Background: an optimization exercise with open tools, aiming at small area, a short achievable clock period and few clock cycles per item. Do not read the settings as production practice.
RTL that was checked went through simulation tests only; none was proved equivalent to the original.
For runs 1 and 4 to 7, only the layout was checked, not whether the RTL still works.
No activity file was given, so power comes from the tool's default toggle rates.

==> design/flow/design.v <==
module Binary_to_BCD
  #(parameter INPUT_WIDTH = 28,
    parameter DECIMAL_DIGITS = 8)
  (
   input                         clk,
   input                         rst,
   input [INPUT_WIDTH-1:0]       i_Binary,
   input                         i_Start,
   output [DECIMAL_DIGITS*4-1:0] o_BCD,
   output                        o_DV
   );
  function [3:0] add3(input [3:0] d, input en);
    reg c;
    begin
      c = en & (d[3] | (d[2] & (d[1] | d[0])));
      add3 = {c | d[3], c ? d[3] & d[0] : d[2], c ? (d[3] ? ~d[0] : d[1] & d[0]) : d[1], d[0] ^ c};
    end
  endfunction
  reg [33:0] r_R;
  reg        r_Busy, r_DV;
  reg [4:0] r_T;    
  reg [33:0] w_L;
  always @* begin
    w_L = {i_Binary, 6'b0};
    w_L = {w_L[32:0], w_L[33]};
    w_L = {w_L[32:0], w_L[33]};
    w_L = {w_L[32:0], w_L[33]};
    w_L[3:0] = add3(w_L[3:0], 1'b1);
    w_L = {w_L[32:0], w_L[33]};
  end
  reg [33:0] w_S;
  always @* begin
    w_S = r_R;
    w_S[3:0] = add3(w_S[3:0], 1'b1);
    w_S[7:4] = add3(w_S[7:4], 1'b1);
    w_S[11:8] = add3(w_S[11:8], r_T[0]);
    w_S[15:12] = add3(w_S[15:12], r_T[1]);
    w_S[19:16] = add3(w_S[19:16], r_T[2]);
    w_S[23:20] = add3(w_S[23:20], r_T[3]);
    w_S[27:24] = add3(w_S[27:24], r_T[4]);
    w_S = {w_S[32:0], w_S[33]};
    w_S[3:0] = add3(w_S[3:0], 1'b1);
    w_S[7:4] = add3(w_S[7:4], 1'b1);
    w_S[11:8] = add3(w_S[11:8], r_T[0]);
    w_S[15:12] = add3(w_S[15:12], r_T[1]);
    w_S[19:16] = add3(w_S[19:16], r_T[2]);
    w_S[23:20] = add3(w_S[23:20], r_T[3]);
    w_S[27:24] = add3(w_S[27:24], r_T[4]);
    w_S = {w_S[32:0], w_S[33]};
    w_S[3:0] = add3(w_S[3:0], 1'b1);
    w_S[7:4] = add3(w_S[7:4], 1'b1);
    w_S[11:8] = add3(w_S[11:8], 1'b1);
    w_S[15:12] = add3(w_S[15:12], r_T[0]);
    w_S[19:16] = add3(w_S[19:16], r_T[1]);
    w_S[23:20] = add3(w_S[23:20], r_T[2]);
    w_S[27:24] = add3(w_S[27:24], r_T[3]);
    w_S[31:28] = add3(w_S[31:28], r_T[4]);
    w_S = {w_S[32:0], w_S[33]};
    w_S[3:0] = add3(w_S[3:0], 1'b1);
    w_S[7:4] = add3(w_S[7:4], 1'b1);
    w_S[11:8] = add3(w_S[11:8], 1'b1);
    w_S[15:12] = add3(w_S[15:12], r_T[0]);
    w_S[19:16] = add3(w_S[19:16], r_T[1]);
    w_S[23:20] = add3(w_S[23:20], r_T[2]);
    w_S[27:24] = add3(w_S[27:24], r_T[3]);
    w_S[31:28] = add3(w_S[31:28], r_T[4]);
    w_S = {w_S[32:0], w_S[33]};
  end
  always @(posedge clk) begin
    r_R <= r_Busy ? w_S : w_L;
    r_T <= r_Busy ? {r_T[3:0], 1'b1} : 5'b0;
    if (rst) begin
      r_Busy <= 1'b0;
      r_DV   <= 1'b0;
    end else if (r_Busy) begin
      r_Busy <= ~r_T[4];
      r_DV   <= r_T[4];
    end else begin
      r_Busy <= i_Start;
      r_DV   <= 1'b0;
    end
  end
  assign o_BCD = r_R[31:0];
  assign o_DV  = r_DV;
endmodule
==> design/flow/run.sh <==
#!/bin/bash
# synth_recipe.tcl (not shown) runs the flow's synth.tcl, then flattens the netlist and writes it again
# the make line also repeats each setting of config.mk as NAME=value (left out here)
make -C /OpenROAD-flow-scripts/flow DESIGN_CONFIG=/design/flow/config.mk WORK_HOME=/design/flow/orfs CLKGATE_MAP_FILE= SYNTH_SCRIPT=/design/flow/synth_recipe.tcl finish
==> design/flow/config.mk <==
export PLATFORM = sky130hd
export DESIGN_NAME = Binary_to_BCD
export DESIGN_NICKNAME = Binary_to_BCD
export VERILOG_FILES = /design/flow/design.v
export SDC_FILE = /design/flow/constraint.sdc
export NUM_CORES = 4
export LEC_CHECK = 0
export ABC_AREA = 1
export CAP_MARGIN = 20
export CORE_MARGIN = 2
export CORE_UTILIZATION = 40
export PLACE_DENSITY = 0.6
export SLEW_MARGIN = 20
==> design/flow/constraint.sdc <==
create_clock -name core_clock -period 5.0 [get_ports {clk}]
set_input_delay 1.0000 -clock core_clock [delete_from_list [all_inputs] [get_ports {clk}]]
set_output_delay 1.0000 -clock core_clock [all_outputs]
set_load 0.01 [all_outputs]
==> flow_metrics.env, run 1 <==
export IMPL_ys_warn_count=1
export IMPL_grt_pass1_wl_microns=15700
export IMPL_worst_r2r_startpoint="r_T[3]"
export IMPL_p_per_area_nw_per_um2=517
export IMPL_initial_core_util=0.413
export IMPL_cpPeakStageDelay_ns=0.76
export IMPL_htree_levels=2
export IMPL_place_hpwl_microns=7370
export IMPL_post_place_ws_ns=2.21
export IMPL_start_kind="flop"
export IMPL_synth_avg_cell_area_sq_um=5.85
export IMPL_clock_skew_ns=0.00564
export IMPL_cp_top_family="simple AND/OR/NAND/NOR gates"
export IMPL_ys_types=37
export IMPL_synthTopCellsByCount="nand2_1, nand3_1, inv_1"
export IMPL_grt_max_degree=40
export IMPL_cts_resized_gates=0
export IMPL_worstPathArrival_ns=3.05
export IMPL_path_depth=18
export IMPL_path_max_fanout=17
export IMPL_hold_viol=0
export IMPL_cts_tree="yes"
export IMPL_status="timing/DRC/antenna clean"
export IMPL_crit_chain="nand2_1 > nand3_1 > nand2_1 > inv_1 > nand3_1 > o21ai_0 > nand3_1 > nand2_1 > nand2_2 > nand2_2 > nand2_2 > a21oi_2 > inv_1 > nand2_1 > nand2_1 > nand3_1 > nand3_1 > nand2_1"
export IMPL_critical_path_buf_inv_count=2
export IMPL_synth_ff_type="dfxtp_1"
export IMPL_crit_reg2reg_capture="r_R[22]"
export IMPL_whs_ns=0.474
export IMPL_antenna_found_initial=0
export IMPL_numCtsBuffers=5
export IMPL_design_core_area_sq_um=9280
export IMPL_cts_setup_buffers=0
export IMPL_cts_hold_buffers=0
export IMPL_slew_viol_final=0
export IMPL_num_io_pins=64
export IMPL_grt_pass1_vias=3640
export IMPL_overflow=0
export IMPL_synth_area_leader_cell="dfxtp_1"
export IMPL_timing_slew_headroom=0.268
export IMPL_root_buffer="clkbuf_8"
export IMPL_io_buffers=63
export IMPL_period_needed_ns=2.80
export IMPL_drt_wl_total_microns=9430
export IMPL_crit_type="flop to flop"
export IMPL_vias=3996
export IMPL_die_area_sq_um=10400
export IMPL_diodes=0
export IMPL_synth_async_reset_ratio=0
export IMPL_critical_path_required_ns=5.24
export IMPL_antenna_left=0
export IMPL_drtIter0Drc=114
export IMPL_first_pass_iters=4
export IMPL_ys_seq_elements=41
export IMPL_worstHoldPathType="flop to flop"
export IMPL_cp_common_cell="nand2_1"
export IMPL_hold_depth=2
export IMPL_reg2regPathDepth=18
export IMPL_drive_gt1_frac=0.141
export IMPL_whs_endpoint="r_R[0]"
export IMPL_syn_instance_count=656
export IMPL_clkSlewWorstSetupHoldPaths_ns=0.09
export IMPL_yosys_top_cells_area="dfxtp_1, nand2_1, nand3_1, nand2_2, buf_4"
export IMPL_grt_setup_unrepaired="no"
export IMPL_syn_area_sq_um=3840
export IMPL_grtUsageTotal=0.185
export IMPL_fin_ws_ns=2.20
export IMPL_die_x_microns=102
export IMPL_max_freq_ghz=0.357
export IMPL_p_leak_nw=2.23
export IMPL_worst_skew_pair_late_latency_ns=0.29
export IMPL_setup_violations=0
export IMPL_rows=35
export IMPL_hold_start="r_R[30]"
export IMPL_synth_most_common_cell="nand2_1"
export IMPL_drc=0
export IMPL_gp_routability_congestion=0.936
export IMPL_synth_edf_count=0
export IMPL_wl_per_cell_microns=11.6
export IMPL_maxCapViolations=0
export IMPL_rrSetupSlack_ns=2.20
export IMPL_nets=711
export IMPL_synth_nets=687
export IMPL_clkSinkCount=41
export IMPL_die_y_microns=102
export IMPL_total_power_mw=2.30
export IMPL_cts_buffer_depth=2
export IMPL_worst_pin_slew_ns=1.10
export IMPL_cp_end_kind="flop"
export IMPL_synthToLayoutAreaGrowth_pct=16.0
export IMPL_crit_slowest_cell="dfxtp_1"
export IMPL_vias_per_cell=4.93
export IMPL_yosysSeqAreaShare=0.214
export IMPL_ir_drop_uv=214
export IMPL_fin_setup_tns_ns=0
export IMPL_min_period_over_period=0.561
export IMPL_synth_top_cell_area_share=0.214
## layout make-up
cell class / instances / area, sq um
Inverter: 79 / 297
Clock inverter: 3 / 65.1
Fill cell: 993 / 4830
Timing Repair Buffer: 64 / 638
Sequential cell: 41 / 821
Clock buffer: 5 / 68.8
Multi-Input combinational cell: 489 / 2400
Tap cell: 129 / 161
## cell usage in the layout, fill, tap and decap left out, drive strengths merged
cell type | synthesis | final
xor2 | 5 | 5
clkinv | 0 | 1
inv | 79 | 79
nand2 | 265 | 265
o21a | 3 | 3
or2 | 1 | 1
o211ai | 4 | 4
o21ai | 40 | 40
buf | 40 | 1
dfxtp | 41 | 41
a21boi | 4 | 4
xnor2 | 1 | 1
a31oi | 9 | 9
bufinv | 0 | 2
clkbuf | 7 | 5
nand4 | 3 | 3
nor2 | 34 | 34
nand3 | 94 | 94
nor3 | 1 | 1
clkdlybuf4s50 | 0 | 63
a21o | 1 | 1
o22ai | 1 | 1
a21oi | 22 | 22
o21bai | 1 | 1
## power breakdown
| part | leakage, nW | switching (mW) | total (mW) | internal, mW |
|---|---|---|---|---|
| Clock | 0.0681 | 0.128 | 0.326 | 0.199 |
| Sequential | 0.343 | 0.0830 | 0.481 | 0.398 |
| Combinational | 1.82 | 0.943 | 1.49 | 0.551 |
| Total | 2.23 | 1.15 | 2.30 | 1.15 |
## registers in the layout (all words and copies together), names as in the netlist
signal  flops
r_Busy      1
r_DV        1
r_R        34
r_T         5
## tightest hold or removal path, stage by stage (launching register included)
cell and delay (ns):
dfxtp_1 0.33, nand2_1 0.06, nand2_1 0.04
## metrics by stage
stage / instance area [sq um] / util / cells
after floorplan: 3840 / - / 656
after global placement: 4320 / 0.465 / 802
after detailed placement: 4320 / 0.465 / 802
after CTS: 4450 / 0.480 / 810
after global routing: 4450 / 0.480 / 810
final: 4450 / 0.480 / 810
## logic make-up after synthesis
| group | after synthesis | share of synthesized area |
|---|---|---|
| AOI/OAI and AO/OA | 85 | 0.145 |
| xor gates and xnor gates | 6 | 0.0156 |
| buffers and inverters | 126 | 0.160 |
| DFF | 41 | 0.214 |
| and+or+nand+nor | 398 | 0.465 |
## layer usage
metal / wire length (microns) / GRT usage
met3: 229 / 0.0239
met4: 140 / 0.0472
met5: 0 / 0
met2: 4610 / 0.331
met1: 4450 / 0.233
## worst max path at each step
stage | slack (ns) | from | to
global placement | 2.32 | r_T[3] | r_R[22]
floorplan | 2.99 | r_R[16] | r_R[21]
finish | 2.20 | r_T[3] | r_R[22]
detailed placement | 2.21 | r_T[3] | r_R[22]
global route | 1.86 | r_T[3] | r_R[22]
CTS | 2.20 | r_T[3] | r_R[22]
==> run 2, diff against run 1 <==
==> design/flow/design.v (replaced) <==
module Binary_to_BCD
  #(parameter INPUT_WIDTH = 28,
    parameter DECIMAL_DIGITS = 8)
  (
   input                         clk,
   input                         rst,
   input [INPUT_WIDTH-1:0]       i_Binary,
   input                         i_Start,
   output [DECIMAL_DIGITS*4-1:0] o_BCD,
   output                        o_DV
   );
  function [3:0] add3(input [3:0] d, input en);
    reg c;
    begin
      c = en & (d[3] | (d[2] & (d[1] | d[0])));
      add3 = {c | d[3], c ? d[3] & d[0] : d[2], c ? (d[3] ? ~d[0] : d[1] & d[0]) : d[1], d[0] ^ c};
    end
  endfunction
  reg [33:0] r_R;
  reg        r_Busy, r_DV;
  reg [6:0] r_T;    
  reg [33:0] w_L;
  always @* begin
    w_L = {i_Binary, 6'b0};
    w_L = {w_L[32:0], w_L[33]};
    w_L = {w_L[32:0], w_L[33]};
    w_L = {w_L[32:0], w_L[33]};
    w_L[3:0] = add3(w_L[3:0], 1'b1);
    w_L = {w_L[32:0], w_L[33]};
  end
  reg [33:0] w_S;
  always @* begin
    w_S = r_R;
    w_S[3:0] = add3(w_S[3:0], 1'b1);
    w_S[7:4] = add3(w_S[7:4], 1'b1);
    w_S[11:8] = add3(w_S[11:8], r_T[0]);
    w_S[15:12] = add3(w_S[15:12], r_T[1]);
    w_S[19:16] = add3(w_S[19:16], r_T[3]);
    w_S[23:20] = add3(w_S[23:20], r_T[4]);
    w_S[27:24] = add3(w_S[27:24], r_T[5]);
    w_S = {w_S[32:0], w_S[33]};
    w_S[3:0] = add3(w_S[3:0], 1'b1);
    w_S[7:4] = add3(w_S[7:4], 1'b1);
    w_S[11:8] = add3(w_S[11:8], r_T[0]);
    w_S[15:12] = add3(w_S[15:12], r_T[1]);
    w_S[19:16] = add3(w_S[19:16], r_T[2]);
    w_S[23:20] = add3(w_S[23:20], r_T[4]);
    w_S[27:24] = add3(w_S[27:24], r_T[5]);
    w_S[31:28] = add3(w_S[31:28], r_T[6]);
    w_S = {w_S[32:0], w_S[33]};
    w_S[3:0] = add3(w_S[3:0], 1'b1);
    w_S[7:4] = add3(w_S[7:4], 1'b1);
    w_S[11:8] = add3(w_S[11:8], 1'b1);
    w_S[15:12] = add3(w_S[15:12], r_T[1]);
    w_S[19:16] = add3(w_S[19:16], r_T[2]);
    w_S[23:20] = add3(w_S[23:20], r_T[3]);
    w_S[27:24] = add3(w_S[27:24], r_T[5]);
    w_S[31:28] = add3(w_S[31:28], r_T[6]);
    w_S = {w_S[32:0], w_S[33]};
  end
  always @(posedge clk) begin
    r_R <= r_Busy ? w_S : w_L;
    r_T <= r_Busy ? {r_T[5:0], 1'b1} : 7'b0;
    if (rst) begin
      r_Busy <= 1'b0;
      r_DV   <= 1'b0;
    end else if (r_Busy) begin
      r_Busy <= ~r_T[6];
      r_DV   <= r_T[6];
    end else begin
      r_Busy <= i_Start;
      r_DV   <= 1'b0;
    end
  end
  assign o_BCD = r_R[31:0];
  assign o_DV  = r_DV;
endmodule
==> design/flow/flow/run.sh (new file) <==
#!/bin/bash
# The standard layout (the standard.sh: ORFS with the standard flow's synthesis script),
# with two changes:
#  - synthesis maps the logic with the ABC script flow/abc_area.script (an
#    area-first mapping) in place of ORFS's abc_area.script; everything else in
#    ORFS's scripts folder is used as it is, from a copy made here;
#  - the port buffers that buffer_ports inserts are sky130_fd_sc_hd__buf_1.
# Every tool's output goes to standard_flow.log here; ORFS also keeps each
# step's log under orfs/logs.
set -euo pipefail
rm -rf scripts_abc
cp -r "$FLOW_HOME/scripts" scripts_abc
cp flow/abc_area.script scripts_abc/abc_area.script
bash standard.sh "SCRIPTS_DIR=$PWD/scripts_abc" 'BUFFER_PORTS_ARGS=-buffer_cell sky130_fd_sc_hd__buf_1' finish > standard_flow.log 2>&1
==> design/flow/flow/abc_area.script (new file) <==
strash
dch
map -a
topo
stime -c
buffer -c
upsize -c
dnsize -c
==> design/flow/standard.sh (new file) <==
#!/bin/bash
# synth_recipe.tcl (not shown) runs the flow's synth.tcl, then flattens the netlist and writes it again
# the make line also repeats each setting of config.mk as NAME=value (left out here)
make -C /OpenROAD-flow-scripts/flow DESIGN_CONFIG=/design/flow/config.mk WORK_HOME=/design/flow/orfs CLKGATE_MAP_FILE= SYNTH_SCRIPT=/design/flow/synth_recipe.tcl "${@:-finish}"
--- a/design/flow/config.mk
+++ b/design/flow/config.mk
@@ -11,3 +11,4 @@
 export CORE_UTILIZATION = 40
 export PLACE_DENSITY = 0.6
+export SETUP_SLACK_MARGIN = 2.95
 export SLEW_MARGIN = 20
removed: design/flow/run.sh
==> flow_metrics.env, run 2 <==
export IMPL_status="timing/DRC/antenna clean"
export IMPL_ir_drop_uv=164
export IMPL_regArea_sq_um=921
export IMPL_period_needed_ns=2.29
export IMPL_clock_skew_ns=0.00605
export IMPL_wl_per_cell_microns=13.5
export IMPL_synth_top_cell_area_share=0.294
export IMPL_grt_pass1_vias=2953
export IMPL_maxCapViolations=0
export IMPL_synth_most_common_cell="nor2_1"
export IMPL_critical_path_required_ns=5.19
export IMPL_setup_violations=0
export IMPL_drc=0
export IMPL_worst_r2r_startpoint="r_R[16]"
export IMPL_path_max_fanout=4
export IMPL_p_leak_nw=1.79
export IMPL_die_x_microns=89.6
export IMPL_place_hpwl_microns=5250
export IMPL_htree_levels=2
export IMPL_final_common_cell="buf_1"
export IMPL_io_buffers=63
export IMPL_yosysSeqAreaShare=0.294
export IMPL_final_core_util=0.613
export IMPL_fin_ws_ns=2.71
export IMPL_grt_pass1_wl_microns=12700
export IMPL_numCtsBuffers=5
export IMPL_vias=3209
export IMPL_initial_core_util=0.409
export IMPL_reg_top3="r_R (34), r_T (7)"
export IMPL_cts_hold_buffers=0
export IMPL_grt_max_degree=28
export IMPL_critical_path_buf_inv_count=4
export IMPL_ys_types=39
export IMPL_die_y_microns=89.6
export IMPL_hold_start="r_T[0]"
export IMPL_design_core_area_sq_um=7180
export IMPL_fin_setup_tns_ns=0
export IMPL_largest_register_ffs=34
export IMPL_crit_slowest_cell="o31ai_4"
export IMPL_synth_area_leader_cell="dfxtp_1"
export IMPL_multi_input_area_sq_um=2170
export IMPL_synthTopCellsByCount="nor2_1, nand2_1, inv_1"
export IMPL_diodes=0
export IMPL_nets=571
export IMPL_die_area_sq_um=8030
export IMPL_timing_slew_headroom=0.668
export IMPL_clkSlewWorstSetupHoldPaths_ns=0.08
export IMPL_antenna_found_initial=0
export IMPL_synth_avg_cell_area_sq_um=6.59
export IMPL_worst_skew_pair_late_latency_ns=0.30
export IMPL_ys_seq_elements=43
export IMPL_crit_reg2reg_capture="r_R[18]"
export IMPL_syn_area_sq_um=2930
export IMPL_total_power_mw=1.67
export IMPL_reg2regPathDepth=14
export IMPL_hold_depth=2
export IMPL_max_freq_ghz=0.436
export IMPL_syn_instance_count=445
export IMPL_min_period_over_period=0.458
export IMPL_grt_setup_unrepaired="yes"
export IMPL_first_pass_iters=4
export IMPL_hold_viol=0
export IMPL_gp_routability_congestion=0.826
export IMPL_vias_per_cell=5.01
export IMPL_worst_pin_slew_ns=0.498
export IMPL_synth_ff_type="dfxtp_1"
export IMPL_drtIter0Drc=96
export IMPL_overflow=0
export IMPL_rrSetupSlack_ns=2.71
export IMPL_yosys_top_cells_area="dfxtp_1, nor2_1, buf_4, nand2_1, a21oi_1"
export IMPL_whs_endpoint="r_T[1]"
export IMPL_crit_type="flop to flop"
export IMPL_cp_common_cell="inv_2"
export IMPL_synthToLayoutAreaGrowth_pct=50.0
export IMPL_worstPathArrival_ns=2.48
export IMPL_cp_end_kind="flop"
export IMPL_rows=31
export IMPL_antenna_left=0
export IMPL_synth_nets=476
export IMPL_drt_wl_total_microns=8620
export IMPL_cts_buffer_depth=2
export IMPL_root_buffer="clkbuf_8"
export IMPL_cp_top_family="compound AO/OA/AOI/OAI gates"
export IMPL_synth_edf_count=0
export IMPL_fill_cells=646
export IMPL_synth_async_reset_ratio=0
export IMPL_clkSinkCount=43
export IMPL_slew_viol_final=0
export IMPL_top_register="r_R"
export IMPL_worstHoldPathType="flop to flop"
export IMPL_drive_gt1_frac=0.453
export IMPL_ys_warn_count=1
export IMPL_crit_chain="o31ai_4 > inv_2 > o21ai_4 > inv_2 > nand3_2 > nand3_4 > nand2_1 > o21a_1 > inv_2 > a21oi_4 > nor2_4 > inv_2 > a21oi_2 > a22o_1"
export IMPL_whs_ns=0.483
export IMPL_layout_common_cells="buf_1, buf_4, nor2_1"
export IMPL_grtUsageTotal=0.200
export IMPL_start_kind="flop"
export IMPL_num_io_pins=64
export IMPL_cpPeakStageDelay_ns=0.38
export IMPL_cts_tree="yes"
export IMPL_post_place_ws_ns=2.44
export IMPL_p_per_area_nw_per_um2=381
==> run 2: cell types whose count changed after synthesis, sizes merged, moves of 3 or more <==
cell / previous run / this run
a22o: 0 / 5
nand3: 94 / 13
buf: 40 / 33
inv: 79 / 66
or2: 1 / 4
nand2: 265 / 61
o21ai: 40 / 47
a22oi: 0 / 4
clkinv: 0 / 4
nor2: 34 / 72
nand4: 3 / 0
xor2: 5 / 15
a21oi: 22 / 43
a21boi: 4 / 1
==> run 2: worst min-delay path: cells and delay by family (launching register included) <==
family	cells	cell delay (ns)
buffers and inverters	1	0.09
flip-flops	1	0.31
AND/OR/NAND/NOR	1	0.05
==> run 2: worst max path at each step <==
stage	start	endpoint	slack, ns	cells after the start
after CTS	r_R[19]	r_R[18]	2.75	11
after floorplan	r_R[15]	r_R[14]	2.90	12
after global placement	r_Busy	r_R[15]	2.48	4
after detailed placement	r_Busy	r_R[19]	2.44	4
final	r_R[16]	r_R[18]	2.71	14
after global routing	r_R[16]	r_R[17]	2.61	13
==> run 2: cell type report <==
| type | instances | share of cell area |
|---|---|---|
| Multi-Input combinational cell | 293 | 0.494 |
| Sequential cell | 43 | 0.209 |
| Timing Repair Buffer | 127 | 0.173 |
| Inverter | 70 | 0.0655 |
| Tap cell | 99 | 0.0282 |
| Clock buffer | 6 | 0.0165 |
| Clock inverter | 2 | 0.0137 |
==> run 2: logic make-up (layout without fill, tap and decap cells) <==
kind of cell	count (synthesis)	after routing	synth area share
compound gates	123	123	0.258
xor+xnor	17	17	0.0508
buf+inv	109	205	0.181
flops	43	43	0.294
simple gates	153	153	0.217
==> run 2: per-layer routing <==
| layer | up-vias | GRT usage | share of wire | routed length [microns] |
|---|---|---|---|---|
| li1 | 1598 | - | - | - |
| met1 | 1525 | 0.236 | 0.43 | 3660 |
| met2 | 70 | 0.368 | 0.52 | 4480 |
| met3 | 16 | 0.0338 | 0.034 | 295 |
| met4 | 0 | 0.0638 | 0.021 | 181 |
| met5 | - | 0 | 0 | 0 |
==> run 2: repair_timing <==
action | in CTS | in global routing
endpoints found under the setup margin | 40 | 31
pin swaps | 42 | 58
setup buffers | 40 | 23
gates resized for setup | 102 | 100
==> run 2: power breakdown <==
group          total, mW  internal (mW)  switching, mW
registers          0.458          0.401         0.0565
logic              0.891          0.387          0.504
clock network      0.325          0.200          0.126
==> run 2: through the flow <==
stage	area [sq um]	cells
floorplan	2960	445
global placement	3070	569
detailed placement	3070	569
CTS	3840	617
global route	4400	640
finish	4400	640
Testbench counts of run 2, summed over its fixed seeds: cycles 11,520, items 1,280.
==> run 3, diff against run 2 <==
==> design/flow/flow/abc_area.script (replaced) <==
strash
dch
map -a
topo
stime -c
upsize -c
dnsize -c
==> flow_metrics.env, run 3 <==
export IMPL_die_y_microns=88.9
export IMPL_antenna_found_initial=0
export IMPL_synth_avg_cell_area_sq_um=6.59
export IMPL_clock_skew_ns=0.00357
export IMPL_synth_ff_type="dfxtp_1"
export IMPL_syn_area_sq_um=2890
export IMPL_worst_r2r_startpoint="r_R[9]"
export IMPL_layout_common_cells="buf_4, buf_1, nand2_1"
export IMPL_place_hpwl_microns=5050
export IMPL_wl_per_cell_microns=13.1
export IMPL_vias=3204
export IMPL_hold_viol=0
export IMPL_grtUsageMet3=0.0379
export IMPL_critical_path_required_ns=5.19
export IMPL_hold_depth=2
export IMPL_maxCapViolations=0
export IMPL_cp_top_family="compound AO/OA/AOI/OAI gates"
export IMPL_setup_violations=0
export IMPL_htree_levels=2
export IMPL_critical_path_buf_inv_count=3
export IMPL_hold_start="r_R[31]"
export IMPL_first_pass_iters=4
export IMPL_clkSlewWorstSetupHoldPaths_ns=0.08
export IMPL_reg_top3="r_R (34), r_T (7)"
export IMPL_grt_max_degree=46
export IMPL_path_max_fanout=4
export IMPL_period_needed_ns=2.28
export IMPL_die_area_sq_um=7910
export IMPL_design_core_area_sq_um=6870
export IMPL_start_kind="flop"
export IMPL_synthTopCellsByCount="nor2_1, nand2_1, dfxtp_1"
export IMPL_grtUsageTotal=0.200
export IMPL_cts_buffer_depth=2
export IMPL_crit_type="flop to flop"
export IMPL_syn_instance_count=438
export IMPL_drc=0
export IMPL_grt_setup_unrepaired="yes"
export IMPL_crit_chain="o21ai_4 > a21oi_4 > inv_4 > nor3_4 > a21oi_4 > inv_2 > nor2_2 > nor2_2 > buf_4 > nor2_4 > a21boi_2 > o21ai_2 > o21bai_1 > a22o_1"
export IMPL_yosys_top_cells_area="dfxtp_1, nor2_1, buf_4, nand2_1, a21oi_1"
export IMPL_synth_top_cell_area_share=0.298
export IMPL_numCtsBuffers=5
export IMPL_synth_most_common_cell="nor2_1"
export IMPL_diodes=0
export IMPL_gp_routability_congestion=0.835
export IMPL_worstPathArrival_ns=2.47
export IMPL_ir_drop_uv=188
export IMPL_grt_pass1_vias=2966
export IMPL_synth_nets=469
export IMPL_ys_warn_count=1
export IMPL_synth_async_reset_ratio=0
export IMPL_max_freq_ghz=0.439
export IMPL_worst_pin_slew_ns=0.794
export IMPL_worst_skew_pair_late_latency_ns=0.30
export IMPL_largest_register_ffs=34
export IMPL_timing_slew_headroom=0.470
export IMPL_slew_viol_final=0
export IMPL_num_io_pins=64
export IMPL_grt_use_met2=0.360
export IMPL_clkSinkCount=43
export IMPL_p_leak_nw=1.76
export IMPL_grt_busiest_layer="met2"
export IMPL_drive_gt1_frac=0.471
export IMPL_initial_core_util=0.420
export IMPL_top_register="r_R"
export IMPL_overflow=0
export IMPL_io_buffers=63
export IMPL_die_x_microns=88.9
export IMPL_path_depth=14
export IMPL_ys_types=36
export IMPL_fin_setup_tns_ns=0
export IMPL_p_per_area_nw_per_um2=366
export IMPL_reg2regPathDepth=14
export IMPL_status="timing/DRC/antenna clean"
export IMPL_startpoint="r_R[9]"
export IMPL_final_common_cell="buf_4"
export IMPL_cpPeakStageDelay_ns=0.36
export IMPL_antenna_left=0
export IMPL_root_buffer="clkbuf_8"
export IMPL_cp_end_kind="flop"
export IMPL_drtIter0Drc=94
export IMPL_synth_edf_count=0
export IMPL_yosysSeqAreaShare=0.298
export IMPL_crit_slowest_cell="dfxtp_2"
export IMPL_cts_tree="yes"
export IMPL_grt_pass1_wl_microns=12600
export IMPL_drt_wl_total_microns=8470
export IMPL_total_power_mw=1.62
export IMPL_min_period_over_period=0.456
export IMPL_nets=582
export IMPL_cts_hold_buffers=0
export IMPL_worstHoldPathType="flop to flop"
export IMPL_synthToLayoutAreaGrowth_pct=53.2
export IMPL_ys_seq_elements=43
export IMPL_vias_per_cell=4.94
export IMPL_grt_use_met1=0.247
export IMPL_synth_area_leader_cell="dfxtp_1"
export IMPL_rows=30
[run 3: cell count changes after synthesis, sizes merged]
cell,previous run,this run
buf,33,32
clkbuf,6,0
clkinv,4,36
inv,66,34
[run 3: cell families after synthesis]
kind of cell,after synthesis,synth area share
DFF,43,0.298
xor gates and xnor gates,17,0.0516
buffers and inverters,102,0.174
and+or+nand+nor,153,0.218
AOI/OAI and AO/OA,123,0.258
[run 3: path summary, 6_finish.rpt]
path                                 to  slack, ns
worst min-delay path             r_R[0]       0.46
worst max-delay path            r_R[14]       2.72
worst min register to register   r_R[0]       0.46
worst max register to register  r_R[14]       2.72
[run 3: area by class of cell]
cell class	instances	area [sq um]
inverters	70	289
well taps	96	120
fillers	608	2450
repair buffers	138	852
multi-input cells	293	2120
flip-flops and latches	43	933
clock buffers	8	100
[run 3: layer usage]
metal	part of all wire	routed length (microns)	vias up
met4	0.014	121	0
met5	0	0	-
met3	0.038	325	14
li1	-	-	1627
met1	0.43	3640	1491
met2	0.52	4380	72
[run 3: through the flow]
stage	util	hold WS, ns	setup slack, ns	cell area (sq um)	cells
2_1_floorplan	-	0.427	2.90	2960	438
3_3_place_gp	0.448	0.448	2.67	3080	565
3_5_place_dp	0.448	0.443	2.65	3080	565
4_1_cts	0.555	0.467	2.82	3810	616
5_1_grt	0.643	0.479	2.56	4420	648
6_report	0.643	0.458	2.72	4420	648
[run 3: tightest hold or removal path: stages, from the launching register on]
cell     delay [ns]
dfxtp_1        0.32
nand2_1        0.06
nand2_1        0.05
[run 3: report_power, final]
| group | leakage [nW] | switching, mW | internal [mW] | total (mW) |
|---|---|---|---|---|
| Clock | 0.0515 | 0.127 | 0.126 | 0.253 |
| Combinational | 1.34 | 0.507 | 0.399 | 0.906 |
| Sequential | 0.368 | 0.0587 | 0.402 | 0.461 |
[run 3: what timing repair did]
item | in CTS | in global routing
pin swaps | 37 | 49
gates resized for setup | 94 | 106
endpoints found under the setup margin | 31 | 33
buffers inserted | 43 | 32
==> run 4, diff against run 3 <==
--- a/design/flow/design.v
+++ b/design/flow/design.v
@@ -17,19 +17,30 @@
     end
   endfunction
-  reg [33:0] r_R;
+  function [2:0] mod5(input en, input [2:0] v);
+    mod5 = (en & v[2] & (v[1] | v[0])) ? v - 3'd5 : v;
+  endfunction
+  reg [32:0] r_R;
   reg        r_Busy, r_DV;
   reg [6:0] r_T;    
-  reg [33:0] w_L;
+  reg [32:0] w_L;
   always @* begin
-    w_L = {i_Binary, 6'b0};
-    w_L = {w_L[32:0], w_L[33]};
-    w_L = {w_L[32:0], w_L[33]};
-    w_L = {w_L[32:0], w_L[33]};
+    w_L = {i_Binary, 5'b0};
+    w_L = {w_L[31:0], w_L[32]};
+    w_L = {w_L[31:0], w_L[32]};
+    w_L = {w_L[31:0], w_L[32]};
     w_L[3:0] = add3(w_L[3:0], 1'b1);
-    w_L = {w_L[32:0], w_L[33]};
+    w_L = {w_L[31:0], w_L[32]};
   end
-  reg [33:0] w_S;
+  reg [32:0] w_S;
   always @* begin
     w_S = r_R;
+    w_S[3:0] = add3(w_S[3:0], 1'b1);
+    w_S[7:4] = add3(w_S[7:4], 1'b1);
+    w_S[11:8] = add3(w_S[11:8], r_T[0]);
+    w_S[15:12] = add3(w_S[15:12], r_T[2]);
+    w_S[19:16] = add3(w_S[19:16], r_T[3]);
+    w_S[23:20] = add3(w_S[23:20], r_T[4]);
+    w_S[27:24] = add3(w_S[27:24], r_T[6]);
+    w_S = {w_S[31:0], w_S[32]};
     w_S[3:0] = add3(w_S[3:0], 1'b1);
     w_S[7:4] = add3(w_S[7:4], 1'b1);
@@ -39,5 +50,6 @@
     w_S[23:20] = add3(w_S[23:20], r_T[4]);
     w_S[27:24] = add3(w_S[27:24], r_T[5]);
-    w_S = {w_S[32:0], w_S[33]};
+    w_S[30:28] = mod5(r_T[6], w_S[30:28]);
+    w_S = {w_S[31:0], w_S[32]};
     w_S[3:0] = add3(w_S[3:0], 1'b1);
     w_S[7:4] = add3(w_S[7:4], 1'b1);
@@ -48,14 +60,5 @@
     w_S[27:24] = add3(w_S[27:24], r_T[5]);
     w_S[31:28] = add3(w_S[31:28], r_T[6]);
-    w_S = {w_S[32:0], w_S[33]};
-    w_S[3:0] = add3(w_S[3:0], 1'b1);
-    w_S[7:4] = add3(w_S[7:4], 1'b1);
-    w_S[11:8] = add3(w_S[11:8], 1'b1);
-    w_S[15:12] = add3(w_S[15:12], r_T[1]);
-    w_S[19:16] = add3(w_S[19:16], r_T[2]);
-    w_S[23:20] = add3(w_S[23:20], r_T[3]);
-    w_S[27:24] = add3(w_S[27:24], r_T[5]);
-    w_S[31:28] = add3(w_S[31:28], r_T[6]);
-    w_S = {w_S[32:0], w_S[33]};
+    w_S = {w_S[31:0], w_S[32]};
   end
   always @(posedge clk) begin
==> design/flow/flow/run.sh (replaced) <==
#!/bin/bash
# The standard layout (the standard.sh, unchanged synthesis and steps), with
# the port buffers that buffer_ports inserts made sky130_fd_sc_hd__buf_1 cells
# instead of its default pick. Every tool's output goes to standard_flow.log here;
# ORFS also keeps each step's log under orfs/logs.
set -euo pipefail
bash standard.sh 'BUFFER_PORTS_ARGS=-buffer_cell sky130_fd_sc_hd__buf_1' finish > standard_flow.log 2>&1
--- a/design/flow/config.mk
+++ b/design/flow/config.mk
@@ -9,6 +9,6 @@
 export CAP_MARGIN = 20
 export CORE_MARGIN = 2
-export CORE_UTILIZATION = 40
-export PLACE_DENSITY = 0.6
-export SETUP_SLACK_MARGIN = 2.95
+export CORE_UTILIZATION = 55
+export PLACE_DENSITY = 0.7
+export SETUP_SLACK_MARGIN = 2.9
 export SLEW_MARGIN = 20
removed: design/flow/flow/abc_area.script
==> flow_metrics.env, run 4 <==
export IMPL_reg_top3="r_R (33), r_T (7)"
export IMPL_cts_hold_buffers=0
export IMPL_gp_routability_congestion=0.857
export IMPL_p_leak_nw=1.74
export IMPL_synth_async_reset_ratio=0
export IMPL_worst_pin_slew_ns=0.764
export IMPL_crit_type="flop to flop"
export IMPL_drt_wl_total_microns=7470
export IMPL_start_kind="flop"
export IMPL_yosys_top_cells_area="dfxtp_1, nand2_1, nand3_1, buf_4, inv_1"
export IMPL_io_buffers=63
export IMPL_layout_common_cells="nand2_1, nand3_1, buf_1"
export IMPL_timing_slew_headroom=0.490
export IMPL_grt_max_degree=50
export IMPL_p_per_area_nw_per_um2=364
export IMPL_setup_violations=0
export IMPL_hold_viol=0
export IMPL_drc=0
export IMPL_clkSlewWorstSetupHoldPaths_ns=0.09
export IMPL_drtIter0Drc=177
export IMPL_synth_ff_type="dfxtp_1"
export IMPL_overflow=0
export IMPL_initial_core_util=0.567
export IMPL_synth_edf_count=0
export IMPL_numCtsBuffers=5
export IMPL_critical_path_buf_inv_count=1
export IMPL_cts_buffer_depth=2
export IMPL_clock_skew_ns=0.00729
export IMPL_slew_viol_final=0
export IMPL_status="timing/DRC/antenna clean"
export IMPL_die_x_microns=81.9
export IMPL_top_register="r_R"
export IMPL_crit_chain="o21ai_1 > nand2_2 > a21oi_4 > ha_1 > nor3_2 > inv_2 > xor2_2 > o21ai_1 > nand2_1 > nand2_2 > nand3_1 > nand3_1 > nand2_1"
export IMPL_place_hpwl_microns=5600
export IMPL_path_max_fanout=6
export IMPL_power_frac_clock=0.177
export IMPL_antenna_found_initial=0
export IMPL_syn_area_sq_um=3340
export IMPL_synth_most_common_cell="nand2_1"
export IMPL_grt_pass1_vias=2833
export IMPL_pwr_share_comb=0.489
export IMPL_fill_cells=565
export IMPL_fin_setup_tns_ns=0
export IMPL_cp_end_kind="flop"
export IMPL_ys_seq_elements=42
export IMPL_p_sw_frac=0.455
export IMPL_ys_types=36
export IMPL_synth_avg_cell_area_sq_um=6.08
export IMPL_min_period_over_period=0.397
export IMPL_worstHoldPathType="flop to flop"
export IMPL_ir_drop_uv=200
export IMPL_syn_instance_count=549
export IMPL_worstPathArrival_ns=2.18
export IMPL_grtUsageTotal=0.224
export IMPL_cp_top_family="simple AND/OR/NAND/NOR gates"
export IMPL_max_freq_ghz=0.504
export IMPL_synthToLayoutAreaGrowth_pct=9.10
export IMPL_crit_slowest_cell="dfxtp_4"
export IMPL_nets=611
export IMPL_antenna_left=0
export IMPL_worst_skew_pair_late_latency_ns=0.30
export IMPL_drive_gt1_frac=0.193
export IMPL_synthTopCellsByCount="nand2_1, nand3_1, inv_1"
export IMPL_cpPeakStageDelay_ns=0.37
export IMPL_period_needed_ns=1.98
export IMPL_grt_setup_unrepaired="yes"
export IMPL_first_pass_iters=5
export IMPL_vias=3376
export IMPL_ys_warn_count=1
export IMPL_intPower_mw=0.721
export IMPL_critical_path_required_ns=5.20
export IMPL_p_seq_frac=0.333
export IMPL_whs_ns=0.459
export IMPL_root_buffer="clkbuf_8"
export IMPL_die_y_microns=81.9
export IMPL_final_common_cell="nand2_1"
export IMPL_num_io_pins=64
export IMPL_largest_register_ffs=33
export IMPL_cts_tree="yes"
export IMPL_wl_per_cell_microns=11.4
export IMPL_synth_top_cell_area_share=0.252
export IMPL_diodes=0
export IMPL_synth_area_leader_cell="dfxtp_1"
export IMPL_vias_per_cell=5.15
export IMPL_p_switching_mw=0.603
export IMPL_htree_levels=2
export IMPL_die_area_sq_um=6710
export IMPL_grt_pass1_wl_microns=12000
export IMPL_clkSinkCount=42
export IMPL_yosysSeqAreaShare=0.252
export IMPL_design_core_area_sq_um=5890
export IMPL_rows=28
export IMPL_synth_nets=581
export IMPL_maxCapViolations=0
-- run 4: cell count changes in the layout (fill, tap and decap cells not counted), moves of 12 or more --
cell      delta
a21oi_2     -12
o21ai_1     -12
clkinv_1    -24
buf_4       -60
nor2_2      -12
dfxtp_4     -14
nand2_2     +18
nand2_1    +127
nand3_1     +71
buf_6       -13
inv_2       -12
inv_1       +42
nor2_1      -26
-- run 4: per-stage QoR --
step            util  std cells  setup slack (ns)  area [sq um]  power (mW)
6_report       0.619        655              3.02          3640        1.32
5_1_grt        0.619        655              2.88          3640        1.45
4_1_cts        0.594        653              2.95          3500        1.29
3_5_place_dp   0.575        645              2.82          3380        1.04
3_3_place_gp   0.575        645              2.94          3380        1.03
2_1_floorplan      -        549              3.07          3340       0.972
-- run 4: per-layer routing --
layer / up-vias / track usage / part of all wire
li1: 1800 / - / -
met1: 1495 / 0.301 / 0.47
met2: 74 / 0.372 / 0.47
met3: 7 / 0.0374 / 0.054
met4: 0 / 0.0517 / 0.0075
met5: - / 0 / 0
-- run 4: final cells by class --
cell class                      instances  area (sq um)  share of cell area
Clock buffer                            6          82.6              0.0227
Clock inverter                          2          12.5             0.00343
Inverter                               62           233              0.0639
Multi-Input combinational cell        402          2100               0.575
Sequential cell                        42           867               0.238
Tap cell                               75          93.8              0.0258
Timing Repair Buffer                   66           259              0.0711
-- run 4: final timing paths --
kind,from,depth (start not counted),slack (ns),to
hold / removal,r_T[3],2,0.46,r_T[4]
setup reg to reg,r_R[24],13,3.02,r_R[29]
setup / recovery,r_R[24],13,3.02,r_R[29]
hold reg to reg,r_T[3],2,0.46,r_T[4]
-- run 4: power groups by stage --
stage	clock network [mW]	registers [mW]	logic [mW]
floorplan	0	0.428	0.544
global placement	0	0.440	0.593
detailed placement	0	0.442	0.602
CTS	0.244	0.435	0.607
global route	0.260	0.450	0.738
finish	0.235	0.442	0.648
-- run 4: cell families after synthesis --
kind of cell,count (synthesis),synth area share
AOI/OAI and AO/OA,61,0.111
xor gates and xnor gates,4,0.0105
adders and majority gates,1,0.00375
buffers and inverters,105,0.158
DFF,42,0.252
muxes,1,0.00300
and+or+nand+nor,335,0.462
-- run 4: timing repair --
| action | in CTS | in global routing |
|---|---|---|
| endpoints found under the setup margin | 3 | 25 |
| gates resized for setup | 8 | 42 |
| pin swaps | 0 | 7 |
| setup buffers | 0 | 2 |
-- run 4: tightest hold or removal path, delay by kind of cell (launching register included) --
family,cells,cell delay (ns)
flops,1,0.34
simple gates,1,0.05
buf+inv,1,0.03
==> run 5, diff against run 4 <==
==> design/flow/design.v (replaced) <==
module Binary_to_BCD
  #(parameter INPUT_WIDTH = 28,
    parameter DECIMAL_DIGITS = 8)
  (
   input                         clk,
   input                         rst,
   input [INPUT_WIDTH-1:0]       i_Binary,
   input                         i_Start,
   output [DECIMAL_DIGITS*4-1:0] o_BCD,
   output                        o_DV
   );
  function [3:0] add3(input [3:0] d, input en);
    reg c;
    begin
      c = en & (d[3] | (d[2] & (d[1] | d[0])));
      add3 = {c | d[3], c ? d[3] & d[0] : d[2], c ? (d[3] ? ~d[0] : d[1] & d[0]) : d[1], d[0] ^ c};
    end
  endfunction
  reg [33:0] r_R;
  reg        r_Busy, r_DV;
  reg [2:0] r_C;    
  reg [33:0] w_L;
  always @* begin
    w_L = {i_Binary, 6'b0};
    w_L = {w_L[32:0], w_L[33]};
    w_L = {w_L[32:0], w_L[33]};
    w_L = {w_L[32:0], w_L[33]};
    w_L[3:0] = add3(w_L[3:0], 1'b1);
    w_L = {w_L[32:0], w_L[33]};
  end
  reg [33:0] w_S;
  always @* begin
    w_S = r_R;
    w_S[3:0] = add3(w_S[3:0], 1'b1);
    w_S[7:4] = add3(w_S[7:4], 1'b1);
    w_S[11:8] = add3(w_S[11:8], (r_C >= 1));
    w_S[15:12] = add3(w_S[15:12], (r_C >= 2));
    w_S[19:16] = add3(w_S[19:16], (r_C >= 4));
    w_S[23:20] = add3(w_S[23:20], (r_C >= 5));
    w_S[27:24] = add3(w_S[27:24], (r_C >= 6));
    w_S = {w_S[32:0], w_S[33]};
    w_S[3:0] = add3(w_S[3:0], 1'b1);
    w_S[7:4] = add3(w_S[7:4], 1'b1);
    w_S[11:8] = add3(w_S[11:8], (r_C >= 1));
    w_S[15:12] = add3(w_S[15:12], (r_C >= 2));
    w_S[19:16] = add3(w_S[19:16], (r_C >= 3));
    w_S[23:20] = add3(w_S[23:20], (r_C >= 5));
    w_S[27:24] = add3(w_S[27:24], (r_C >= 6));
    w_S[31:28] = add3(w_S[31:28], (r_C >= 7));
    w_S = {w_S[32:0], w_S[33]};
    w_S[3:0] = add3(w_S[3:0], 1'b1);
    w_S[7:4] = add3(w_S[7:4], 1'b1);
    w_S[11:8] = add3(w_S[11:8], 1'b1);
    w_S[15:12] = add3(w_S[15:12], (r_C >= 2));
    w_S[19:16] = add3(w_S[19:16], (r_C >= 3));
    w_S[23:20] = add3(w_S[23:20], (r_C >= 4));
    w_S[27:24] = add3(w_S[27:24], (r_C >= 6));
    w_S[31:28] = add3(w_S[31:28], (r_C >= 7));
    w_S = {w_S[32:0], w_S[33]};
  end
  always @(posedge clk) begin
    r_R <= r_Busy ? w_S : w_L;
    r_C <= r_Busy ? r_C + 1'b1 : 3'd0;
    if (rst) begin
      r_Busy <= 1'b0;
      r_DV   <= 1'b0;
    end else if (r_Busy) begin
      r_Busy <= ~(r_C == 3'd7);
      r_DV   <= (r_C == 3'd7);
    end else begin
      r_Busy <= i_Start;
      r_DV   <= 1'b0;
    end
  end
  assign o_BCD = r_R[31:0];
  assign o_DV  = r_DV;
endmodule
--- a/design/flow/config.mk
+++ b/design/flow/config.mk
@@ -9,6 +9,5 @@
 export CAP_MARGIN = 20
 export CORE_MARGIN = 2
-export CORE_UTILIZATION = 55
-export PLACE_DENSITY = 0.7
-export SETUP_SLACK_MARGIN = 2.9
+export CORE_UTILIZATION = 40
+export PLACE_DENSITY = 0.6
 export SLEW_MARGIN = 20
==> flow_metrics.env, run 5 <==
export IMPL_status="timing/DRC/antenna clean"
export IMPL_design_core_area_sq_um=8130
export IMPL_layout_common_cells="nand2_1, nand3_1, buf_1"
export IMPL_clkSlewWorstSetupHoldPaths_ns=0.09
export IMPL_synth_edf_count=0
export IMPL_clkSinkCount=39
export IMPL_cts_hold_buffers=0
export IMPL_cts_resized_gates=0
export IMPL_p_leak_nw=1.75
export IMPL_worstHoldPathType="flop to flop"
export IMPL_synthTopCellsByCount="nand2_1, nand3_1, inv_1"
export IMPL_syn_area_sq_um=3320
export IMPL_reg_top3="r_R (34), r_C (3)"
export IMPL_p_per_area_nw_per_um2=411
export IMPL_fin_setup_tns_ns=0
export IMPL_antenna_left=0
export IMPL_whs_ns=0.463
export IMPL_synth_async_reset_ratio=0
export IMPL_intPower_mw=0.733
export IMPL_diodes=0
export IMPL_final_core_util=0.432
export IMPL_max_freq_ghz=0.411
export IMPL_power_frac_clock=0.159
export IMPL_syn_instance_count=544
export IMPL_synth_top_cell_area_share=0.235
export IMPL_drtIter0Drc=99
export IMPL_nets=611
export IMPL_overflow=0
export IMPL_initial_core_util=0.408
export IMPL_p_switching_mw=0.709
export IMPL_synth_avg_cell_area_sq_um=6.11
export IMPL_p_seq_frac=0.300
export IMPL_worst_skew_pair_late_latency_ns=0.30
export IMPL_clock_skew_ns=0.00388
export IMPL_largest_register_ffs=34
export IMPL_yosysSeqAreaShare=0.235
export IMPL_hold_viol=0
export IMPL_cp_end_kind="flop"
export IMPL_vias_per_cell=4.91
export IMPL_synth_most_common_cell="nand2_1"
export IMPL_numCtsBuffers=5
export IMPL_ys_seq_elements=39
export IMPL_place_hpwl_microns=5960
export IMPL_drt_wl_total_microns=7660
export IMPL_drc=0
export IMPL_grt_pass1_wl_microns=12900
export IMPL_root_buffer="clkbuf_8"
export IMPL_final_common_cell="nand2_1"
export IMPL_grt_pass1_vias=3009
export IMPL_num_io_pins=64
export IMPL_synth_area_leader_cell="dfxtp_1"
export IMPL_drive_gt1_frac=0.120
export IMPL_cts_buffer_depth=2
export IMPL_p_sw_frac=0.492
export IMPL_die_x_microns=95.1
export IMPL_start_kind="flop"
export IMPL_grt_max_degree=41
export IMPL_min_period_over_period=0.487
export IMPL_yosys_top_cells_area="dfxtp_1, nand2_1, nand3_1, buf_4, inv_1"
export IMPL_htree_levels=2
export IMPL_slew_viol_final=0
export IMPL_synthToLayoutAreaGrowth_pct=5.69
export IMPL_grt_setup_unrepaired="no"
export IMPL_crit_type="flop to flop"
export IMPL_wl_per_cell_microns=11.2
export IMPL_die_y_microns=95.1
export IMPL_critical_path_required_ns=5.20
export IMPL_first_pass_iters=4
export IMPL_ys_warn_count=1
export IMPL_dp_cells=673
export IMPL_pwr_share_comb=0.541
export IMPL_timing_slew_headroom=0.430
export IMPL_grtUsageTotal=0.175
export IMPL_ys_types=34
export IMPL_cts_setup_buffers=0
export IMPL_io_buffers=63
export IMPL_rows=33
export IMPL_setup_violations=0
export IMPL_maxCapViolations=0
export IMPL_vias=3342
export IMPL_gp_routability_congestion=0.828
export IMPL_instances_no_fill=681
export IMPL_die_area_sq_um=9050
export IMPL_top_register="r_R"
export IMPL_path_max_fanout=6
export IMPL_worst_pin_slew_ns=0.850
export IMPL_worstPathArrival_ns=2.63
export IMPL_cts_tree="yes"
export IMPL_period_needed_ns=2.44
export IMPL_ir_drop_uv=121
export IMPL_synth_ff_type="dfxtp_1"
export IMPL_antenna_found_initial=0
export IMPL_synth_nets=580
## run 5: cell count changes after synthesis, sizes merged, moves of 3 or more
cell | previous run | this run
dfxtp | 42 | 39
xor2 | 3 | 6
nand2 | 211 | 199
a21oi | 17 | 21
buf | 38 | 34
inv | 61 | 68
nand3 | 83 | 73
ha | 1 | 5
o21ai | 28 | 37
nand4 | 9 | 1
nor2 | 27 | 34
## run 5: cell families (layout without fill, tap and decap cells)
group | count (synthesis) | count (layout) | synth area share
flip-flops | 39 | 39 | 0.235
AND/OR/NAND/NOR | 309 | 309 | 0.424
buffers and inverters | 109 | 141 | 0.163
XOR/XNOR | 6 | 6 | 0.0158
adder cells (fa/ha/maj) | 5 | 5 | 0.0188
AO/OA/AOI/OAI | 76 | 76 | 0.144
## run 5: path summary, 6_finish.rpt
kind | start | to | cells after the start | slack [ns]
hold / removal | r_R[31] | r_R[0] | 2 | 0.46
setup / recovery | r_C[1] | r_R[17] | 17 | 2.56
hold reg to reg | r_R[31] | r_R[0] | 2 | 0.46
setup reg to reg | r_C[1] | r_R[17] | 17 | 2.56
## run 5: stage by stage
stage	worst slack (ns)	total power, mW	area [sq um]
floorplan	2.90	1.12	3320
global placement	2.66	1.20	3420
detailed placement	2.63	1.22	3420
CTS	2.58	1.46	3510
global route	2.35	1.61	3510
finish	2.56	1.44	3510
## run 5: area by class of cell
| class | count | area, sq um |
|---|---|---|
| Clock buffer | 5 | 68.8 |
| Inverter | 69 | 262 |
| Clock inverter | 3 | 23.8 |
| Fill cell | 917 | 4620 |
| Tap cell | 105 | 131 |
| Multi-Input combinational cell | 396 | 2000 |
| Timing Repair Buffer | 64 | 244 |
| Sequential cell | 39 | 781 |
## run 5: power by group through the flow
stage	Sequential (mW)	Combinational, mW	Clock (mW)
2_1_floorplan	0.420	0.696	0
5_1_grt	0.443	0.911	0.253
6_report	0.432	0.781	0.230
3_3_place_gp	0.439	0.761	0
4_1_cts	0.433	0.782	0.240
3_5_place_dp	0.441	0.776	0
## run 5: worst max-delay path, cell delays in order, from the launching register on
cell	delay, ns
dfxtp_1	0.53
inv_1	0.12
ha_1	0.21
nor2_1	0.23
nand2_4	0.11
nand2_2	0.13
nand2_2	0.09
inv_2	0.07
nand3_1	0.08
nand3_2	0.10
and2_4	0.18
nand3_1	0.08
nand2_1	0.09
nand2_2	0.07
nand2_2	0.08
nand2_1	0.05
nand3_1	0.06
nand2_1	0.05
## run 5: layer usage
layer  global-route usage  part of all wire  wire, microns
met1                0.219              0.47           3570
met2                0.308              0.48           3710
met3               0.0316             0.040            306
met4               0.0483            0.0094             72
met5                    0                 0              0
==> run 6, diff against run 5 <==
==> design/flow/design.v (replaced) <==
module Binary_to_BCD
  #(parameter INPUT_WIDTH = 28,
    parameter DECIMAL_DIGITS = 8)
  (
   input                         clk,
   input                         rst,
   input [INPUT_WIDTH-1:0]       i_Binary,
   input                         i_Start,
   output [DECIMAL_DIGITS*4-1:0] o_BCD,
   output                        o_DV
   );
  function [3:0] add3(input [3:0] d, input en);
    reg c;
    begin
      c = en & (d[3] | (d[2] & (d[1] | d[0])));
      add3 = {c | d[3], c ? d[3] & d[0] : d[2], c ? (d[3] ? ~d[0] : d[1] & d[0]) : d[1], d[0] ^ c};
    end
  endfunction
  reg [33:0] r_R;
  reg        r_Busy, r_DV;
  reg [3:0] r_J;    
  reg [33:0] w_L;
  always @* begin
    w_L = {i_Binary, 6'b0};
    w_L = {w_L[32:0], w_L[33]};
    w_L = {w_L[32:0], w_L[33]};
    w_L = {w_L[32:0], w_L[33]};
    w_L[3:0] = add3(w_L[3:0], 1'b1);
    w_L = {w_L[32:0], w_L[33]};
  end
  reg [33:0] w_S;
  always @* begin
    w_S = r_R;
    w_S[3:0] = add3(w_S[3:0], 1'b1);
    w_S[7:4] = add3(w_S[7:4], 1'b1);
    w_S[11:8] = add3(w_S[11:8], (r_J[0] | r_J[3]));
    w_S[15:12] = add3(w_S[15:12], (r_J[1] | r_J[3]));
    w_S[19:16] = add3(w_S[19:16], r_J[3]);
    w_S[23:20] = add3(w_S[23:20], (r_J[3] & ~r_J[0]));
    w_S[27:24] = add3(w_S[27:24], (r_J[3] & ~r_J[1]));
    w_S = {w_S[32:0], w_S[33]};
    w_S[3:0] = add3(w_S[3:0], 1'b1);
    w_S[7:4] = add3(w_S[7:4], 1'b1);
    w_S[11:8] = add3(w_S[11:8], (r_J[0] | r_J[3]));
    w_S[15:12] = add3(w_S[15:12], (r_J[1] | r_J[3]));
    w_S[19:16] = add3(w_S[19:16], (r_J[2] | r_J[3]));
    w_S[23:20] = add3(w_S[23:20], (r_J[3] & ~r_J[0]));
    w_S[27:24] = add3(w_S[27:24], (r_J[3] & ~r_J[1]));
    w_S[31:28] = add3(w_S[31:28], (r_J[3] & ~r_J[2]));
    w_S = {w_S[32:0], w_S[33]};
    w_S[3:0] = add3(w_S[3:0], 1'b1);
    w_S[7:4] = add3(w_S[7:4], 1'b1);
    w_S[11:8] = add3(w_S[11:8], 1'b1);
    w_S[15:12] = add3(w_S[15:12], (r_J[1] | r_J[3]));
    w_S[19:16] = add3(w_S[19:16], (r_J[2] | r_J[3]));
    w_S[23:20] = add3(w_S[23:20], r_J[3]);
    w_S[27:24] = add3(w_S[27:24], (r_J[3] & ~r_J[1]));
    w_S[31:28] = add3(w_S[31:28], (r_J[3] & ~r_J[2]));
    w_S = {w_S[32:0], w_S[33]};
  end
  always @(posedge clk) begin
    r_R <= r_Busy ? w_S : w_L;
    r_J <= r_Busy ? {r_J[2:0], ~r_J[3]} : 4'd0;
    if (rst) begin
      r_Busy <= 1'b0;
      r_DV   <= 1'b0;
    end else if (r_Busy) begin
      r_Busy <= ~(r_J[3] & ~r_J[2]);
      r_DV   <= (r_J[3] & ~r_J[2]);
    end else begin
      r_Busy <= i_Start;
      r_DV   <= 1'b0;
    end
  end
  assign o_BCD = r_R[31:0];
  assign o_DV  = r_DV;
endmodule
==> flow_metrics.env, run 6 <==
export IMPL_status="timing/DRC/antenna clean"
export IMPL_critical_path_required_ns=5.19
export IMPL_max_freq_ghz=0.408
export IMPL_ys_seq_elements=40
export IMPL_diodes=0
export IMPL_drt_wl_total_microns=7560
export IMPL_worstHoldPathType="flop to flop"
export IMPL_worstSetupEndpoint="r_R[15]"
export IMPL_final_area_sq_um=3440
export IMPL_cts_buffer_depth=2
export IMPL_synth_edf_count=0
export IMPL_cts_setup_buffers=0
export IMPL_synth_nets=574
export IMPL_hold_viol=0
export IMPL_crit_reg2reg_capture="r_R[15]"
export IMPL_clkSlewWorstSetupHoldPaths_ns=0.09
export IMPL_drtIter0Drc=157
export IMPL_synthAdderAreaFrac=0
export IMPL_rows=32
export IMPL_ir_drop_uv=126
export IMPL_synthTopCellsByCount="nand2_1, nand3_1, inv_1"
export IMPL_rrSetupSlack_ns=2.55
export IMPL_cts_tree="yes"
export IMPL_largest_register_ffs=34
export IMPL_ys_warn_count=1
export IMPL_dp_cells=668
export IMPL_synth_top_family_by_area="simple AND/OR/NAND/NOR gates"
export IMPL_slew_viol_final=0
export IMPL_synth_area_leader_cell="dfxtp_1"
export IMPL_fin_setup_tns_ns=0
export IMPL_timing_slew_headroom=0.498
export IMPL_min_period_over_period=0.491
export IMPL_period_needed_ns=2.45
export IMPL_synth_xor_area_share=0.0134
export IMPL_synthToLayoutAreaGrowth_pct=5.49
export IMPL_total_power_mw=1.29
export IMPL_instances_no_fill=676
export IMPL_synth_avg_cell_area_sq_um=6.01
export IMPL_whs_ns=0.458
export IMPL_final_common_cell="nand2_1"
export IMPL_worst_r2r_startpoint="r_J[3]"
export IMPL_antenna_found_initial=0
export IMPL_grtUsageTotal=0.176
export IMPL_grt_pass1_vias=2962
export IMPL_drive_gt1_frac=0.105
export IMPL_grt_max_degree=47
export IMPL_num_io_pins=64
export IMPL_yosys_top_cells_area="dfxtp_1, nand2_1, nand3_1, buf_4, inv_1"
export IMPL_crit_type="flop to flop"
export IMPL_placed_cell_area_sq_um=3340
export IMPL_p_leak_nw=1.71
export IMPL_worst_pin_slew_ns=0.752
export IMPL_overflow=0
export IMPL_reg2regPathDepth=15
export IMPL_syn_area_sq_um=3260
export IMPL_cts_hold_buffers=0
export IMPL_die_y_microns=94.3
export IMPL_die_area_sq_um=8890
export IMPL_start_kind="flop"
export IMPL_cp_end_kind="flop"
export IMPL_io_buffers=63
export IMPL_die_x_microns=94.3
export IMPL_p_per_area_nw_per_um2=375
export IMPL_maxCapViolations=0
export IMPL_reg_top3="r_R (34), r_J (4)"
export IMPL_fin_ws_ns=2.55
export IMPL_design_core_area_sq_um=7810
export IMPL_fill_cells=856
export IMPL_wl_per_cell_microns=11.2
export IMPL_grt_setup_unrepaired="no"
export IMPL_ys_types=37
export IMPL_worstPathArrival_ns=2.65
export IMPL_layout_common_cells="nand2_1, nand3_1, buf_1"
export IMPL_first_pass_iters=4
export IMPL_yosysSeqAreaShare=0.245
export IMPL_top_register="r_R"
export IMPL_setup_violations=0
export IMPL_initial_core_util=0.418
export IMPL_syn_instance_count=543
export IMPL_cts_resized_gates=0
export IMPL_startpoint="r_J[3]"
export IMPL_path_max_fanout=14
export IMPL_root_buffer="clkbuf_8"
export IMPL_drc=0
export IMPL_synth_async_reset_ratio=0
export IMPL_synth_simple_area_share=0.433
export IMPL_antenna_left=0
export IMPL_htree_levels=2
export IMPL_synth_mux_area_frac=0
export IMPL_synth_ff_type="dfxtp_1"
export IMPL_clkSinkCount=40
export IMPL_gp_routability_congestion=0.830
export IMPL_nets=604
export IMPL_vias_per_cell=4.87
export IMPL_synth_compound_area_frac=0.152
export IMPL_grt_pass1_wl_microns=12900
export IMPL_synth_most_common_cell="nand2_1"
export IMPL_place_hpwl_microns=5880
export IMPL_numCtsBuffers=5
export IMPL_clock_skew_ns=0.00962
export IMPL_vias=3291
export IMPL_post_place_ws_ns=2.55
export IMPL_worst_skew_pair_late_latency_ns=0.30
export IMPL_synth_top_cell_area_share=0.245
export IMPL_final_core_util=0.441
-- run 6: worst min path at each step --
stage | end | from | cells after the start | slack [ns]
after floorplan | r_R[0] | r_R[31] | 2 | 0.43
after global placement | r_J[1] | r_J[0] | 2 | 0.44
after detailed placement | r_J[1] | r_J[0] | 2 | 0.45
after CTS | r_J[1] | r_J[0] | 2 | 0.46
after global routing | r_J[1] | r_J[0] | 2 | 0.48
final | r_J[1] | r_J[0] | 2 | 0.46
-- run 6: layout make-up --
cell class / count / area [sq um] / share of cell area
clock buffer: 6 / 82.6 / 0.0240
clock inverter: 2 / 15.0 / 0.00436
inverter: 58 / 220 / 0.0640
multi-input combinational: 404 / 1950 / 0.567
sequential: 40 / 801 / 0.233
tap: 102 / 128 / 0.0371
timing repair buffer: 64 / 244 / 0.0709
-- run 6: cells by family after synthesis --
family / Yosys count
compound gates: 81
flops: 40
buf+inv: 99
xor+xnor: 5
simple gates: 318
-- run 6: power by group --
group / internal [mW] / switching (mW)
clock network: 0.112 / 0.123
logic: 0.209 / 0.419
registers: 0.371 / 0.0544
-- run 6: routing by layer --
metal	vias up	wire, microns	track usage
met4	0	61	0.0459
met1	1459	3680	0.235
li1	1766	-	-
met5	-	0	0
met2	58	3570	0.292
met3	8	245	0.0321
-- run 6: worst max-delay path: stages, from the launching register on --
cell and delay (ns):
dfxtp_1 0.69, nor2_1 0.17, inv_2 0.25, nand2_1 0.14
nand2_1 0.07, nand2_1 0.10, nand2_1 0.11, nand2_2 0.08
nand2_2 0.12, nand2_1 0.06, nand2_1 0.10, nand2_1 0.07
nand2_2 0.08, nand2_2 0.08, a21oi_1 0.16, nor2_1 0.05
==> run 7, diff against run 6 <==
--- a/design/flow/config.mk
+++ b/design/flow/config.mk
@@ -11,3 +11,4 @@
 export CORE_UTILIZATION = 40
 export PLACE_DENSITY = 0.6
+export SETUP_SLACK_MARGIN = 2.95
 export SLEW_MARGIN = 20
==> flow_metrics.env, run 7 <==
export IMPL_status="timing/DRC/antenna clean"
export IMPL_synth_simple_area_share=0.433
export IMPL_cp_end_kind="flop"
export IMPL_gp_routability_congestion=0.830
export IMPL_syn_instance_count=543
export IMPL_antenna_found_initial=0
export IMPL_drc=0
export IMPL_hold_viol=0
export IMPL_drtIter0Drc=123
export IMPL_reg2regPathDepth=15
export IMPL_worstSetupEndpoint="r_R[22]"
export IMPL_yosys_top_cells_area="dfxtp_1, nand2_1, nand3_1, buf_4, inv_1"
export IMPL_first_pass_iters=4
export IMPL_synth_edf_count=0
export IMPL_grt_pass1_vias=2981
export IMPL_ys_types=37
export IMPL_synth_area_leader_cell="dfxtp_1"
export IMPL_fill_cells=812
export IMPL_synth_mux_area_frac=0
export IMPL_initial_core_util=0.418
export IMPL_wl_per_cell_microns=12.0
export IMPL_synthTopCellsByCount="nand2_1, nand3_1, inv_1"
export IMPL_worst_pin_slew_ns=0.768
export IMPL_vias=3548
export IMPL_vias_per_cell=5.01
export IMPL_reg_top3="r_R (34), r_J (4)"
export IMPL_clkSlewWorstSetupHoldPaths_ns=0.09
export IMPL_ir_drop_uv=139
export IMPL_yosysSeqAreaShare=0.245
export IMPL_largest_register_ffs=34
export IMPL_wl_met2_microns=4180
export IMPL_p_leak_nw=1.97
export IMPL_grtUsageTotal=0.177
export IMPL_root_buffer="clkbuf_8"
export IMPL_synth_xor_area_share=0.0134
export IMPL_synth_ff_type="dfxtp_1"
export IMPL_synth_top_family_by_area="simple AND/OR/NAND/NOR gates"
export IMPL_antenna_left=0
export IMPL_design_core_area_sq_um=7810
export IMPL_p_per_area_nw_per_um2=357
export IMPL_numCtsBuffers=5
export IMPL_overflow=0
export IMPL_max_freq_ghz=0.483
export IMPL_cts_tree="yes"
export IMPL_clkSinkCount=40
export IMPL_whs_ns=0.466
export IMPL_die_area_sq_um=8890
export IMPL_rrSetupSlack_ns=2.93
export IMPL_drive_gt1_frac=0.252
export IMPL_top_layer="met4"
export IMPL_min_period_over_period=0.414
export IMPL_syn_area_sq_um=3260
export IMPL_grt_setup_unrepaired="yes"
export IMPL_clock_skew_ns=0.00813
export IMPL_die_y_microns=94.3
export IMPL_grt_max_degree=47
export IMPL_top_register="r_R"
export IMPL_worstHoldPathType="flop to flop"
export IMPL_synth_compound_area_frac=0.152
export IMPL_synthAdderAreaFrac=0
export IMPL_ys_warn_count=1
export IMPL_critical_path_required_ns=5.20
export IMPL_multi_input_area_sq_um=2280
export IMPL_startpoint="r_J[3]"
export IMPL_die_x_microns=94.3
export IMPL_path_max_fanout=7
export IMPL_slew_viol_final=0
export IMPL_layout_common_cells="nand2_1, buf_1, nand3_1"
export IMPL_grt_pass1_wl_microns=13000
export IMPL_synthToLayoutAreaGrowth_pct=23.8
export IMPL_cts_hold_buffers=0
export IMPL_start_kind="flop"
export IMPL_ys_seq_elements=40
export IMPL_final_common_cell="nand2_1"
export IMPL_io_buffers=63
export IMPL_cts_buffer_depth=2
export IMPL_crit_reg2reg_capture="r_R[22]"
export IMPL_synth_nets=574
export IMPL_wl_met3_microns=341
export IMPL_worst_skew_pair_late_latency_ns=0.30
export IMPL_place_hpwl_microns=5880
export IMPL_htree_levels=2
export IMPL_crit_type="flop to flop"
export IMPL_m1WireLength_microns=3880
export IMPL_maxCapViolations=0
export IMPL_drt_wl_total_microns=8500
export IMPL_timing_slew_headroom=0.487
export IMPL_fin_setup_tns_ns=0
export IMPL_synth_most_common_cell="nand2_1"
export IMPL_diodes=0
export IMPL_worstPathArrival_ns=2.27
export IMPL_setup_violations=0
export IMPL_period_needed_ns=2.07
export IMPL_num_io_pins=64
export IMPL_synth_async_reset_ratio=0
export IMPL_synth_top_cell_area_share=0.245
export IMPL_worst_r2r_startpoint="r_J[3]"
export IMPL_regArea_sq_um=812
export IMPL_nets=636
export IMPL_synth_avg_cell_area_sq_um=6.01
export IMPL_rows=32
## run 7: area by class of cell
class / count / area share
Multi-Input combinational cell: 404 / 0.566
Sequential cell: 40 / 0.201
Timing Repair Buffer: 96 / 0.121
Inverter: 58 / 0.0564
Tap cell: 102 / 0.0316
Clock buffer: 6 / 0.0205
Clock inverter: 2 / 0.00372
## run 7: through the flow
stage          instance area (sq um)  setup WS, ns  power [mW]  utilization  cells
2_1_floorplan                   3260          3.20       0.978            -    543
3_5_place_dp                    3340          2.55        1.06        0.428    668
3_3_place_gp                    3340          2.63        1.05        0.428    668
5_1_grt                         4040          2.82        1.58        0.517    708
6_report                        4040          2.93        1.44        0.517    708
4_1_cts                         3490          2.94        1.30        0.446    678
## run 7: worst min path at each step
stage / startpoint / to / slack (ns) / cells after the start
after floorplan: r_R[31] / r_R[0] / 0.43 / 2
after global placement: r_J[0] / r_J[1] / 0.44 / 2
after detailed placement: r_J[0] / r_J[1] / 0.45 / 2
after CTS: r_J[0] / r_J[1] / 0.46 / 2
after global routing: r_J[0] / r_J[1] / 0.50 / 2
final: r_R[31] / r_R[0] / 0.47 / 2
## run 7: cell families (layout without fill, tap and decap cells)
logic type	after synthesis	count (layout)
and+or+nand+nor	318	318
AOI/OAI and AO/OA	81	81
xor gates and xnor gates	5	5
DFF	40	40
buffers and inverters	99	162
## run 7: report_power, final
group / switching, mW / internal [mW] / total [mW]
combinational: 0.491 / 0.284 / 0.775
clock: 0.124 / 0.112 / 0.236
sequential: 0.0595 / 0.372 / 0.432
total: 0.675 / 0.768 / 1.44
## run 7: critical path, stage by stage, from the launching register on
cell,delay (ns)
dfxtp_4,0.47
nand2_8,0.09
nor2_4,0.17
nand2_4,0.10
a21oi_4,0.27
nand3_4,0.16
nand2_4,0.12
nand2_4,0.05
nand2_2,0.08
nand2_2,0.05
nand2_2,0.07
nand2_4,0.06
nand2_4,0.10
nand2_1,0.07
nand3_2,0.07
nand2_1,0.05
## run 7: metal layers
| layer | GRT usage | vias to the layer above |
|---|---|---|
| li1 | - | 1835 |
| met3 | 0.0321 | 14 |
| met4 | 0.0459 | 0 |
| met2 | 0.295 | 86 |
| met5 | 0 | - |
| met1 | 0.237 | 1613 |
## run 7: timing repair
action | 4_1_cts | 5_1_grt
pin swaps | 1 | 36
endpoints found under the setup margin | 25 | 32
resized for setup | 9 | 97
buffers inserted | 2 | 30
